Source: an optimization exercise on an open RTL-to-GDS flow (aim: small area). Production flows keep margins and buffers that such runs may drop. Where RTL was checked, it was by simulation tests only, not by an equivalence proof against the original. Power figures rest on the tool's default switching activity, not on a simulated workload.

## test_lcd_ctrl
module test_lcd_ctrl(
    input wire clk, input wire rst, output wire redled, output wire dbg_l2, output wire dbg_l3, output wire dbg_l4,
    input wire pSetButton, input wire pAlarmButton, input wire pTimerToggle0, input wire pTimerToggle1,
    input wire pButton0, input wire pButton1, input wire pButton2,
    output wire RS, output wire E, output wire RW,
    output wire LCD_DB0,
    output wire LCD_DB1,
    output wire LCD_DB2,
    output wire LCD_DB3,
    output wire LCD_DB4,
    output wire LCD_DB5,
    output wire LCD_DB6,
    output wire LCD_DB7,
    output wire buzzer
);
Size: about 2300 cells after synthesis, ~230 flip-flops.
clock: 10.0 ns
lec_check: 0
abc_area: 1
cap_margin: 20
core_margin: 2
core_utilization: 60
cts_buf_list: sky130_fd_sc_hd__clkbuf_2
cts_cluster_size: 20
slew_margin: 20
run.sh (not shown) runs the stock make flow with config.mk's settings and CLKGATE_MAP_FILE= SYNTH_SCRIPT=/design/flow/synth_recipe.tcl, a recipe that flattens the netlist after the stock synthesis.
Then changed:
Settings changed: CORE_UTILIZATION 60 to 40, CTS_BUF_LIST sky130_fd_sc_hd__clkbuf_2 to sky130_fd_sc_hd__clkbuf_4, CTS_CLUSTER_SIZE 20 to unset.
Result: The changed run finished with timing, DRC and antenna clean. Power increases by about 13%. Via count decreases by about 0.5%. Sequential share of layout area decreases by 0.87 points.
Function was not checked in any run of this note: the RTL went through the layout flow alone.

== old ==
test_lcd_ctrl, a different RTL version from the one above (not shown whole).
For scale: about 1,400 cells after synthesis, ~25 I/O pins, roughly 11,000 sq um of cells after synthesis.
==> flow/config.mk <==
export PLATFORM = sky130hd
export DESIGN_NAME = test_lcd_ctrl
export DESIGN_NICKNAME = test_lcd_ctrl
export VERILOG_FILES = /design/flow/design.v
export SDC_FILE = /design/flow/constraint.sdc
export NUM_CORES = 4
export LEC_CHECK = 0
export ABC_AREA = 1
export CAP_MARGIN = 10
export CORE_MARGIN = 2
export CORE_UTILIZATION = 75
export SLEW_MARGIN = 10
==> flow/constraint.sdc <==
create_clock -name core_clock -period 10.0 [get_ports {clk}]
set_input_delay 2.0000 -clock core_clock [delete_from_list [all_inputs] [get_ports {clk}]]
set_output_delay 2.0000 -clock core_clock [all_outputs]
set_load 0.01 [all_outputs]
standard.sh (not shown) runs the stock make flow with config.mk's settings and CLKGATE_MAP_FILE= SYNTH_SCRIPT=/design/flow/synth_recipe.tcl, a recipe that flattens the netlist after the stock synthesis.
==> flow/flow/run.sh <==
#!/bin/bash
# Layout flow: the standard synthesis, then the combinational logic between
# the flip-flops re-mapped by ABC for area (flip-flops, their names and cells
# untouched; the result is proved equivalent before it is used), then the
# standard floorplan, placement, CTS (without dummy loads), routing and finish.
# Each tool's output goes to a log file of its own in this folder.
set -euo pipefail
W=$(pwd)
F=$W/flow
R=$W/orfs/results/${FLOW_PLATFORM}/test_lcd_ctrl/base
LIB=$FLOW_HOME/platforms/${FLOW_PLATFORM}/lib/sky130_fd_sc_hd__tt_025C_1v80.lib
YOSYS=$FLOW_HOME/../tools/install/yosys/bin/yosys
[[ -x $YOSYS ]] || YOSYS=$(command -v yosys)

bash standard.sh synth > $W/log_1_standard_synth.txt 2>&1

cp $R/1_2_yosys.v $W/synth_std.v
DU=""
for c in $(grep -oE "sky130_fd_sc_hd__(probe|lpflow)[a-z0-9_]*" $FLOW_HOME/platforms/${FLOW_PLATFORM}/config.mk | sort -u); do
  DU="$DU -dont_use $c"
done
echo "module sky130_fd_sc_hd__dfxtp_1(input CLK, input D, output Q); endmodule" > $W/ff_stub.v
cat > $W/resyn1.ys <<EOS
read_liberty -ignore_miss_func $LIB
read_verilog $W/synth_std.v
delete sky130_fd_sc_hd__dfxtp_1
read_verilog -lib $W/ff_stub.v
hierarchy -top $FLOW_TOP
flatten
opt -purge
abc -liberty $LIB $DU -script +strash;dc2;&get,-n;&deepsyn,-T,180;&put;dch,-f;&get,-n;&nf,-R,1000;&put;
opt_clean -purge
write_verilog -noattr -nohex -nodec $W/resyn_mid.v
EOS
cat > $W/resyn2.ys <<EOS
read_liberty -lib $LIB
read_verilog $W/resyn_mid.v
hierarchy -top $FLOW_TOP
splitnets
opt_clean -purge
hilomap -singleton -hicell sky130_fd_sc_hd__conb_1 HI -locell sky130_fd_sc_hd__conb_1 LO
insbuf -buf sky130_fd_sc_hd__buf_2 A X
check -assert -mapped
tee -o $W/resyn_stat.txt stat -liberty $LIB
write_verilog -noattr -nohex -nodec $W/synth_resyn.v
EOS
cat > $W/equiv.ys <<EOS
read_liberty -ignore_miss_func $LIB
read_verilog $W/std_cut.v
rename $FLOW_TOP gold
read_verilog $W/resyn_cut.v
rename $FLOW_TOP gate
hierarchy -check
flatten gold gate
opt_clean gold gate
miter -equiv -flatten -make_assert gold gate miter
hierarchy -top miter
sat -verify -prove-asserts miter
EOS
use=0
if $YOSYS -q $W/resyn1.ys > $W/log_2_resyn1.txt 2>&1 \
   && $YOSYS -q $W/resyn2.ys > $W/log_3_resyn2.txt 2>&1 \
   && python3 $F/cutff.py $W/synth_std.v $W/std_cut.v $W/ff_std.txt > $W/log_4_cut.txt 2>&1 \
   && python3 $F/cutff.py $W/synth_resyn.v $W/resyn_cut.v $W/ff_resyn.txt >> $W/log_4_cut.txt 2>&1 \
   && cmp -s $W/ff_std.txt $W/ff_resyn.txt \
   && [[ $(grep -c "sky130_fd_sc_hd__df" $W/synth_std.v) == $(grep -c "sky130_fd_sc_hd__df" $W/synth_resyn.v) ]] \
   && $YOSYS -q $W/equiv.ys > $W/log_5_equiv.txt 2>&1; then
  use=1
fi
echo "resynthesised netlist used: $use" | tee $W/log_6_choice.txt
if [[ $use == 1 ]]; then
  cp $W/synth_resyn.v $R/1_2_yosys.v
  rm -f $R/1_synth.odb $R/1_synth.sdc
fi

# CTS without dummy loads; the clustering settings are in cts_args.txt
export CTS_ARGS="$(cat $F/cts_args.txt)"
# every port still gets its own buffer, the smallest one
export BUFFER_PORTS_ARGS="-buffer_cell sky130_fd_sc_hd__buf_1"
bash standard.sh finish > $W/log_7_standard_finish.txt 2>&1
Other scripts of this flow, unchanged in this note and not shown: flow/flow/cts_args.txt, flow/flow/cutff.py
[inputs] new vs old
- a change of CORE_UTILIZATION from 75 to 65
### Flow results
new ended up with dcnt[0] as its first element of the critical path; old ended up with dcnt[6]. new | stages: all done | timing, DRC, antenna: all pass. new vs old: global router's overall resource usage down in new. Summary of new over old: number of non-filler instances in the completed layout rose by 40; wire length moved down.

[re-timing with driven ports]
No port has a modelled driver above. Below, the same layouts with a new extraction and two added sets of constraints. Step 1 sets driving cells, clkbuf_16 on the clock port and buf_2 on the other inputs (assumed; they add their load-dependent delay and slew). Step 2 adds t to the input delays and takes it off the output delays; t is the mean of the earliest and latest rising clock arrival at the registers after step 1. Input paths then give back, and output paths get back, about the clock's delay inside the block. Slacks: ideal / step 1 / step 2; pairs: ideal / step 1.
run	t (ns)	setup slack, ns	worst setup path at the end	clock arrival spread, ns	cell pins on the clock port's net
the first run of note 1	0.854	5.715 / 5.674 / 6.064	input to register	0.075 / 0.076	1
the second run of note 1	0.739	5.938 / 5.888 / 5.841	input to register	0.028 / 0.028	1
old	0.556	5.168 / 5.168 / 4.813	input to register	0.048 / 0.049	1
new	0.564	5.149 / 5.149 / 4.777	input to register	0.050 / 0.050	1
After both steps setup and hold are still met in every run listed. The setup slack of new, which loses most, moves by 0.000 ns with the drivers and by -0.372 ns with both steps.
